From an optimization exercise on the open Yosys and OpenROAD flow, aimed at small area; shortcuts taken in it are not production practice. Only simulation tests tie the RTL to the original design; equivalence was not proved. Power and IR drop assume default switching activity.

==> flow/design.v <==
`timescale 1ns / 1ps
module adder(
    input wire [7:0] in1,
    input wire [7:0] in2,
    input wire sub,  
    output wire [7:0] out
    );
    reg [7:0] tmp;
    wire s0,s1,s2,s3,s4,s5,s6,s7;
    wire co0,co1,co2,co3,co4,co5,co6,co7;
    fa f0(in1[0],in2[0],1'b0,s0,co0);
    fa f1(in1[1],in2[1],co0,s1,co1);
    fa f2(in1[2],in2[2],co1,s2,co2);
    fa f3(in1[3],in2[3],co2,s3,co3);
    fa f4(in1[4],in2[4],co3,s4,co4);
    fa f5(in1[5],in2[5],co4,s5,co5);
    fa f6(in1[6],in2[6],co5,s6,co6);
    fa f7(in1[7],in2[7],co6,s7,co7);  
    assign out = {s7,s6,s5,s4,s3,s2,s1,s0} + sub;
endmodule 
module fa( input A,
       input B,
       input CIN,
       output S,
       output COUT
       );
       assign S = A^B^CIN;
       assign COUT = (A&B) | (CIN&A) | (CIN&B);
endmodule
`timescale 1ns / 1ps
module multiplier(
    input wire [7:0] in1,
    input wire [7:0] in2,
    output wire [7:0] out 
    );
    wire [8:0] A_out1, A_out2, A_out3, A_out4, A_out5, A_out6, A_out7, A_out8;
    wire [7:0] Q_out1, Q_out2, Q_out3, Q_out4, Q_out5, Q_out6, Q_out7, Q_out8;
    wire q0_1, q0_2, q0_3, q0_4, q0_5, q0_6, q0_7, q0_8; 
    Booth B1 (
        9'h000,in1,in2,1'b0,
        A_out1,Q_out1,q0_1
        );
    Booth B2 (
        A_out1,in1,Q_out1,q0_1,
        A_out2,Q_out2,q0_2
        );
    Booth B3 (
        A_out2,in1,Q_out2,q0_2,
        A_out3,Q_out3,q0_3
        );
    Booth B4 (
        A_out3,in1,Q_out3,q0_3,
        A_out4,Q_out4,q0_4
        );
    Booth B5 (
        A_out4,in1,Q_out4,q0_4,
        A_out5,Q_out5,q0_5
        );
    Booth B6 (
        A_out5,in1,Q_out5,q0_5,
        A_out6,Q_out6,q0_6
        );
    Booth B7 (
        A_out6,in1,Q_out6,q0_6,
        A_out7,Q_out7,q0_7
        );
    Booth B8 (
        A_out7,in1,Q_out7,q0_7,
        A_out8,Q_out8,q0_8
        );
    assign out = A_out8[7:0];  
endmodule
module Booth(
    input [8:0] A_in,
    input [7:0] M,
    input [7:0] Q_in,
    input  q0,
    output reg [8:0] A_out,
    output reg [7:0] Q_out,
    output reg q0_out
    );
    wire [8:0] sum, diff;
    assign sum = A_in + {M[7], M};
    assign diff = A_in - {M[7], M};
    always@(A_in,Q_in,M,q0,sum,diff)
    begin
        case({Q_in[0],q0})
            2'b00,2'b11: {A_out, Q_out, q0_out} = {A_in[8], A_in, Q_in};
            2'b01: {A_out, Q_out, q0_out} = {sum[8], sum, Q_in};
            default: {A_out, Q_out, q0_out} = {diff[8], diff, Q_in};
        endcase
    end
endmodule
`timescale 1ns / 1ps
module register(
    input wire [7:0] din,
    input wire clk,
    input wire reset,
    input wire ld,
    output reg [7:0] data
    );
    always@(posedge clk or posedge reset)
    begin
        if(reset == 1)
            data <= 0;
        else if(ld == 1)
            data <= din;
    end
endmodule
`timescale 1ns / 1ps
module controller(
    input wire clk,
    input wire reset,
    output reg [3:0] state,
    output reg [9:0] load, mul_en, add1_en, add2_en, mul_read, add1_read, add2_read  
    );
    parameter [3:0] s1 = 4'b0000,
                    s2 = 4'b0001,
                    s3 = 4'b0011,
                    s4 = 4'b0010,
                    s5 = 4'b0110,
                    s6 = 4'b0111,
                    s7 = 4'b1111,
                    s8 = 4'b1110,
                    s9 = 4'b1010,
                    s10 = 4'b1011,
                    s11 = 4'b1001,
                    s12 = 4'b1000;
    reg not_first_flag;  
    always@(posedge clk or posedge reset)
    begin
        if(reset)
            begin
                state <= s1;
                not_first_flag <= 1'b0;
            end
        else
        begin
            if(state == s3)
                not_first_flag <= 1'b1;
            case(state)
                s1: state <= s2;
                s2: state <= s3;
                s3: state <= s4;
                s4: state <= s5;
                s5: state <= s6;
                s6: state <= s7;
                s7: state <= s8;
                s8: state <= s9;
                s9: state <= s10;
                s10: state <= s11;
                s11: state <= s12;
                s12: state <= s1;
                default: state <= s1;
            endcase
        end       
    end
    always@(*)
    begin
        load = 0;
        mul_en = 0;
        add1_en = 0;
        add2_en = 0;
        mul_read = 0;
        add1_read = 0;
        add2_read = 0;
        case(state)
            s1: 
                begin
                    load = 10'b0000000001;
                    if(not_first_flag)
                    begin
                        mul_en = 0; 
                        add1_en = 10'b1000001000; 
                        add2_en = 10'b0001000100; 
                        mul_read = 0; 
                        add1_read = 10'b0000000100;
                        add2_read = 0;
                    end
                end
            s2: 
                begin
                    load = 10'b0000000010;
                    if(not_first_flag)
                    begin
                        mul_en = 0; 
                        add1_en = 0; 
                        add2_en = 10'b0010001000; 
                        mul_read = 0; 
                        add1_read = 10'b0000001000;
                        add2_read = 0;
                    end
                end
            s3:
                begin
                    load = 10'b0000000100; 
                    mul_en = 0; 
                    add1_en = 0; 
                    add2_en = 0; 
                    mul_read = 0; 
                    add1_read = 0;
                    add2_read = 0;
                end
            s4:
                begin
                    load = 10'b0000001000;
                    mul_en = 0;
                    add1_en = 0; 
                    add2_en = 0; 
                    mul_read = 0;
                    add1_read = 0;
                    add2_read = 0;
                end
            s5:
                begin
                    load = 10'b0000010000;
                    mul_en = 0;
                    add1_en = 0; 
                    add2_en = 0; 
                    mul_read = 0;
                    add1_read = 0;
                    add2_read = 0;
                end
            s6:
                begin
                    load = 10'b0000100000;
                    mul_en = 10'b0000010001;  
                    add1_en = 0; 
                    add2_en = 0; 
                    mul_read = 0;
                    add1_read = 0;
                    add2_read = 0;
                end
            s7:
                begin
                    load = 10'b0001000000;
                    mul_en = 10'b0000100010;  
                    add1_en = 0; 
                    add2_en = 0; 
                    mul_read = 10'b0000000001;  
                    add1_read = 0;
                    add2_read = 0;
                end
            s8:
                begin
                    load = 10'b0010000000;  
                    mul_en = 10'b0001000100;  
                    add1_en = 0; 
                    add2_en = 0; 
                    mul_read = 10'b0000000010;  
                    add1_read = 0;
                    add2_read = 0;
                end
            s9:
                begin
                    load = 10'b0100000000;  
                    mul_en = 10'b0010001000;  
                    add1_en = 0; 
                    add2_en = 0; 
                    mul_read = 10'b0000000100;  
                    add1_read = 0;
                    add2_read = 0;
                end
            s10:
                begin
                    load = 10'b1000000000;  
                    mul_en = 0; 
                    add1_en = 10'b0100000001; 
                    add2_en = 0; 
                    mul_read = 10'b0000001000;  
                    add1_read = 0;
                    add2_read = 0;
                end
            s11:
                begin
                    load = 10'b0100000000;  
                    mul_en = 0; 
                    add1_en = 10'b1000000010; 
                    add2_en = 10'b0000010001; 
                    mul_read = 0; 
                    add1_read = 10'b0000000001;
                    add2_read = 0;
                end
            s12:
                begin
                    load = 10'b1000000000;  
                    mul_en = 0; 
                    add1_en = 10'b0100000100; 
                    add2_en = 10'b0000100010; 
                    mul_read = 0; 
                    add1_read = 10'b0000000010;
                    add2_read = 0;
                end
            default: 
                load = 0;
        endcase
    end
endmodule
`timescale 1ns / 1ps
module datapath(
    input wire clk,
    input wire reset,
    input wire [3:0] state,
    input wire [7:0] next_in,
    input wire [9:0] load, mul_en, add1_en, add2_en, mul_read, add1_read, add2_read,  
    output wire [7:0] r1,r2,r3,r4,r5,r6,r7,r8,r9,r10,  
    output reg [7:0] f
    );
    parameter [3:0] s1 = 4'b0000,
                    s2 = 4'b0001,
                    s3 = 4'b0011,
                    s4 = 4'b0010,
                    s5 = 4'b0110,
                    s6 = 4'b0111,
                    s7 = 4'b1111,
                    s8 = 4'b1110,
                    s9 = 4'b1010,
                    s10 = 4'b1011,
                    s11 = 4'b1001,
                    s12 = 4'b1000;
    wire [7:0] sum1,sum2,prod;  
    reg [7:0] add11,add12,add21,add22,mul1,mul2;
    reg not_first_flag;  
    adder A1(add11,add12,1'b0,sum1);  
    adder A2(add21,~add22,1'b1,sum2);  
    multiplier M1(mul1,mul2,prod);
    register reg1((load[0]) ? next_in : (mul_read[0]) ? prod : (add1_read[0]) ? sum1 : (add2_read[0]) ? sum2 : 8'b0,
        clk,reset,
        load[0] || mul_read[0] || add1_read[0] || add2_read[0],
        r1);
    register reg2((load[1]) ? next_in : (mul_read[1]) ? prod : (add1_read[1]) ? sum1 : (add2_read[1]) ? sum2 : 8'b0,
        clk,reset,
        load[1] || mul_read[1] || add1_read[1] || add2_read[1],
        r2);
    register reg3((load[2]) ? next_in : (mul_read[2]) ? prod : (add1_read[2]) ? sum1 : (add2_read[2]) ? sum2 : 8'b0,
        clk,reset,
        load[2] || mul_read[2] || add1_read[2] || add2_read[2],
        r3);
    register reg4((load[3]) ? next_in : (mul_read[3]) ? prod : (add1_read[3]) ? sum1 : (add2_read[3]) ? sum2 : 8'b0,
        clk,reset,
        load[3] || mul_read[3] || add1_read[3] || add2_read[3],
        r4);
    register reg5((load[4]) ? next_in : (mul_read[4]) ? prod : (add1_read[4]) ? sum1 : (add2_read[4]) ? sum2 : 8'b0,
        clk,reset,
        load[4] || mul_read[4] || add1_read[4] || add2_read[4],
        r5);
    register reg6((load[5]) ? next_in : (mul_read[5]) ? prod : (add1_read[5]) ? sum1 : (add2_read[5]) ? sum2 : 8'b0,
        clk,reset,
        load[5] || mul_read[5] || add1_read[5] || add2_read[5],
        r6);
    register reg7((load[6]) ? next_in : (mul_read[6]) ? prod : (add1_read[6]) ? sum1 : (add2_read[6]) ? sum2 : 8'b0,
        clk,reset,
        load[6] || mul_read[6] || add1_read[6] || add2_read[6],
        r7);
    register reg8((load[7]) ? next_in : (mul_read[7]) ? prod : (add1_read[7]) ? sum1 : (add2_read[7]) ? sum2 : 8'b0,
        clk,reset,
        load[7] || mul_read[7] || add1_read[7] || add2_read[7],
        r8);
    register reg9((load[8]) ? next_in : (mul_read[8]) ? prod : (add1_read[8]) ? sum1 : (add2_read[8]) ? sum2 : 8'b0,
        clk,reset,
        load[8] || mul_read[8] || add1_read[8] || add2_read[8],
        r9);
    register reg10((load[9]) ? next_in : (mul_read[9]) ? prod : (add1_read[9]) ? sum1 : (add2_read[9]) ? sum2 : 8'b0,
        clk,reset,
        load[9] || mul_read[9] || add1_read[9] || add2_read[9],
        r10);
    always@(posedge clk or posedge reset)
    begin
        if(reset)
        begin
            f <= 0;     
            not_first_flag <= 1'b0;
        end
        else
        begin
            case(state)
                s1, s2, s3:
                    if(not_first_flag)
                        f <= sum2;
                s4:
                    not_first_flag <= 1'b1;
                s12:
                    f <= sum2;
                default: ;
            endcase
        end
    end
    always@(posedge clk)
    begin
        case(state)
            s1:
                begin
                    if(not_first_flag)
                    begin
                        add11 <= r4;
                        add12 <= r10;
                        add21 <= sum1;
                        add22 <= r7;
                    end
                end
            s2:
                begin
                    if(not_first_flag)
                    begin
                        add21 <= sum1;
                        add22 <= r8;
                    end
                end
            s6:  
                begin
                    mul1 <= r1;
                    mul2 <= r5;
                end
            s7:  
                begin
                    mul1 <= r2;
                    mul2 <= r6;
                end
            s8:  
                begin
                    mul1 <= r3;
                    mul2 <= r7;
                end
            s9:  
                begin
                    mul1 <= r4;
                    mul2 <= r8;
                end
            s10:  
                begin
                    add11 <= r1;
                    add12 <= r9;
                end
            s11:  
                begin
                    add11 <= r2;
                    add12 <= r10;
                    add21 <= sum1;
                    add22 <= r5;
                end
            s12:  
                begin
                    add11 <= r3;
                    add12 <= r9;
                    add21 <= sum1;
                    add22 <= r6;
                end
            default: ;
        endcase
    end
endmodule
`timescale 1ns / 1ps
module top(
    input wire clk,
    input wire reset,
    input wire [7:0] next_in,
    output wire [7:0] f
    );
    wire [7:0] r1,r2,r3,r4,r5,r6,r7,r8,r9,r10;  
    wire [9:0] load, mul_en, add1_en, add2_en, mul_read, add1_read, add2_read;
    wire [3:0] state;
    controller C1(
        clk,
        reset,
        state,
        load, mul_en, add1_en, add2_en, mul_read, add1_read, add2_read  
    );
    datapath DP1(
        clk,
        reset,
        state,
        next_in,
        load, mul_en, add1_en, add2_en, mul_read, add1_read, add2_read,  
        r1,r2,r3,r4,r5,r6,r7,r8,r9,r10,  
        f
    );
endmodule
==> flow/run.sh <==
#!/bin/bash
# synth_recipe.tcl (not shown) runs the flow's synth.tcl, then flattens the netlist and writes it again
# the make line also repeats each setting of config.mk as NAME=value (left out here)
make -C /OpenROAD-flow-scripts/flow DESIGN_CONFIG=/design/flow/config.mk WORK_HOME=/design/flow/orfs CLKGATE_MAP_FILE= SYNTH_SCRIPT=/design/flow/synth_recipe.tcl finish
==> flow/config.mk <==
export PLATFORM = sky130hd
export DESIGN_NAME = top
export DESIGN_NICKNAME = top
export VERILOG_FILES = /design/flow/design.v
export SDC_FILE = /design/flow/constraint.sdc
export NUM_CORES = 4
export LEC_CHECK = 0
export CAP_MARGIN = 20
export CORE_MARGIN = 2
export CORE_UTILIZATION = 40
export SLEW_MARGIN = 20
==> flow/constraint.sdc <==
create_clock -name core_clock -period 12.0 [get_ports {clk}]
set_input_delay 2.4000 -clock core_clock [delete_from_list [all_inputs] [get_ports {clk}]]
set_output_delay 2.4000 -clock core_clock [all_outputs]
set_load 0.01 [all_outputs]
==> impl_metrics.ini <==
[routing]
initialDrtViolationCount = 1065
wl_per_cell_um = 19.42
wirelength_met1_mm = 14.35
vias = 9965
via_per_inst = 5.900
top_layer = met4
route.met2.wl_mm = 15.54
routed-wl-met3_mm = 2.036
final_antenna_net_count = 0
route.detailed.drc = 0
drt-pass1-iter-count = 8
wirelength_mm = 32.80

[final_layout]
area_delta_synth_final_pct = 11.64
nNetsFinal = 1383
drive_gt1_share_pct = 15.57
ff_latch_area_mm2 = 0.003794
fill_cells = 2771
multi_input_area_mm2 = 0.007559
postLayoutCoreUtil_pct = 45.60

[critical_path]
path_common_cell = ha_1
arrival_ns = 11.69
slowest_delay_ns = 0.62
endpoint_kind = flop
required_ns = 12.29
cp_max_fo = 13
crit_type = reg2reg
cp-start-kind = flop
crit_slowest_cell = or4_4

[global_route]
grt_max_degree = 75
grt_pass1_vias = 9566
overflow = 0
grt_use_total_pct = 21.37
grt_pass1_wl_mm = 52.37
antenna_found_initial = 1

[logic_synthesis]
synth_nets = 1378
synth.distinct_cells = 97
synth-seq-area-share_pct = 32.18
ys_ff_latch = 142
synth_edf_count = 48
synth_top_flop_cell = dfrtp_1
syn_area_per_cell_um2 = 9.166
syn_area_mm2 = 0.01179
yosysWarnings = 4
syn_inst = 1286
synth-async-reset-ratio_pct = 66.20

[floorplan]
die_w_um = 175.7
dieArea_mm2 = 0.03086
io-pin-count = 18
initial_utilization_pct = 40.85
core-area_mm2 = 0.02886
die_h_um = 175.7
row_count = 62

[cts]
cts_root_buf = clkbuf_16
htree_levels = 4
cts-buffers-inserted = 17
clk_pin_slew_ns = 0.06
clock_sinks = 142
clkLatencyLatePin_ns = 0.42
cts_tree = yes
cts_buffer_depth = 2

[power]
p_per_area_mw_per_mm2 = 122.1
leakage_nw = 5.492
power_mw = 1.607
ir_worst_vdd_mv = 0.1222

[timing]
finalCriticalPeriod_ns = 11.40
worst_slew_pin_slew_ns = 1.002
setup_tns_ns = 0
hold_viol = 0
report.final.slew_viol_count = 0
relSlewSlack_pct = 32.68
setup_viol = 0
fin_skew_ns = 0.009399
period_share_pct = 94.96
max_freq_mhz = 87.75

[worst_hold_path]
hold_class = reg2reg

[placement]
gp_congestion = 0.8678
port_buffers = 17
dp_hpwl_mm = 23.98

[status]
status = complete, no violations

[flow_run]
drv_cap = 0
final timing paths:
| check | start | endpoint | slack [ns] | depth (start not counted) |
|---|---|---|---|---|
| min | DP1.reg9.data[3] | DP1.reg9.data[3] | 0.50 | 1 |
| max reg2reg | DP1.mul1[0] | DP1.reg2.data[7] | 0.60 | 47 |
| max | DP1.mul1[0] | DP1.reg2.data[7] | 0.60 | 47 |
| min reg2reg | DP1.reg9.data[3] | DP1.reg9.data[3] | 0.50 | 1 |
| min in group asynchronous | reset | DP1.reg7.data[7] | 2.27 | 2 |
| max in group asynchronous | reset | C1.state[3] | 8.47 | 3 |
kinds of logic after synthesis:
family          share of synthesized area (%)
buf+inv                                 4.490
compound gates                          19.27
flops                                   32.18
xor+xnor                                9.086
simple gates                            16.81
fa+ha+maj                               9.914
mux                                     8.248
cell usage in the layout (no fill, tap or decap), drive strengths merged, types with 4 or more instances in the layout:
master           n
a21boi           5
a21o            22
a21oi           69
a221oi           7
a222oi          56
a22oi            6
a31o             6
a31oi           12
and2             9
and3            12
buf             39
clkbuf          20
clkdlybuf4s50   17
clkinv           6
dfrtp           94
edfxtp          48
fa              19
ha              63
inv             66
mux2            74
mux2i            9
nand2          160
nand2b           6
nand3           24
nand4            7
nor2           107
nor2b           14
nor3            31
nor4            13
o21a            10
o21ai           65
o21bai           4
o31ai            9
or2              6
or3             14
or4              6
xnor2           66
xnor3            4
xor2            46
critical path, delay by kind of cell (launching register included):
family / cells / cell delay [ns]
fa+ha+maj: 7 / 2.23
xor+xnor: 5 / 1.02
buf+inv: 3 / 0.35
simple gates: 10 / 2.94
mux: 2 / 0.81
flops: 1 / 0.40
compound gates: 20 / 3.48
state kept, by name (all words and copies together) (netlist names):
signal,flops
C1.not_first_flag,1
DP1.add21,8
DP1.reg6.data,8
DP1.reg4.data,8
DP1.f,8
DP1.mul1,8
DP1.add11,8
C1.state,4
DP1.reg3.data,8
DP1.reg1.data,8
DP1.mul2,8
DP1.not_first_flag,1
DP1.reg10.data,8
DP1.add12,8
DP1.add22,8
DP1.reg5.data,8
DP1.reg7.data,8
DP1.reg8.data,8
DP1.reg2.data,8
DP1.reg9.data,8
routing by layer:
layer,vias up,track usage [%]
met5,-,0
met1,4837,28.82
met2,354,35.04
li1,4715,-
met4,0,7.266
met3,59,3.355
metrics by stage:
step,worst slack [ns],area [um^2],std cells,hold slack (ns)
CTS,0.1832,12990,1676,0.4953
detailed placement,0.2526,12370,1644,0.4816
floorplan,0.7260,11790,1286,0.4415
finish,0.6042,13160,1689,0.5000
global route,-0.06691,13160,1688,0.5147
global placement,0.5370,12370,1644,0.4765
cell usage after synthesis, drive strengths merged, types with 46 or more instances:
| cell type | instances | area (um^2) |
|---|---|---|
| a21oi | 69 | 352.8 |
| a222oi | 56 | 560.5 |
| clkbuf | 50 | 187.7 |
| dfrtp | 94 | 2352 |
| edfxtp | 48 | 1441 |
| ha | 63 | 788.3 |
| inv | 63 | 236.5 |
| mux2 | 74 | 833.3 |
| nand2 | 160 | 600.6 |
| nor2 | 107 | 409.1 |
| o21ai | 65 | 336.6 |
| xnor2 | 66 | 578.1 |
| xor2 | 46 | 402.9 |
layout make-up:
cell class                      instances  area share, %
Clock inverter                         12          1.207
Antenna cell                            1        0.01902
Tap cell                              384          3.651
Timing Repair Buffer                   56          3.518
Clock buffer                           20          3.470
Multi-Input combinational cell       1009          57.43
Inverter                               65          1.873
Sequential cell                       142          28.83
timing repair:
item | in CTS | in global routing
hold buffers | 0 | 0
gates resized for setup | 0 | 15
setup endpoints to repair | 0 | 8
setup buffers | 0 | 12
where the power goes:
group	total (mW)	switching [mW]	internal [mW]
combinational	0.379	0.203	0.177
sequential	0.681	0.0677	0.614
clock	0.547	0.207	0.340
total	1.61	0.477	1.13

-- port drivers added, routing unchanged --
Ports are ideal in the flow. The routed layout listed here was re-timed in OpenROAD. Step 1, drivers: a clkbuf_16 drives clk and a buf_2 each remaining input, both assumed. Step 2, shift: input delay + t, output delay - t, t = (earliest + latest rising clock arrival at the registers) / 2. This alone moves slack from input paths to output paths. Three values: ideal ports, drivers, drivers and shift; two values: the first two.
t, ns: 0.464
setup slack, ns: 0.604 / 0.604 / 0.604
hold WS [ns]: 0.500 / 0.500 / 0.500
latest minus earliest clock arrival (ns): 0.010 / 0.010
After both steps this run still meets setup and hold. The setup slack of this run moves by 0.000 ns with the drivers and by 0.000 ns with both steps.
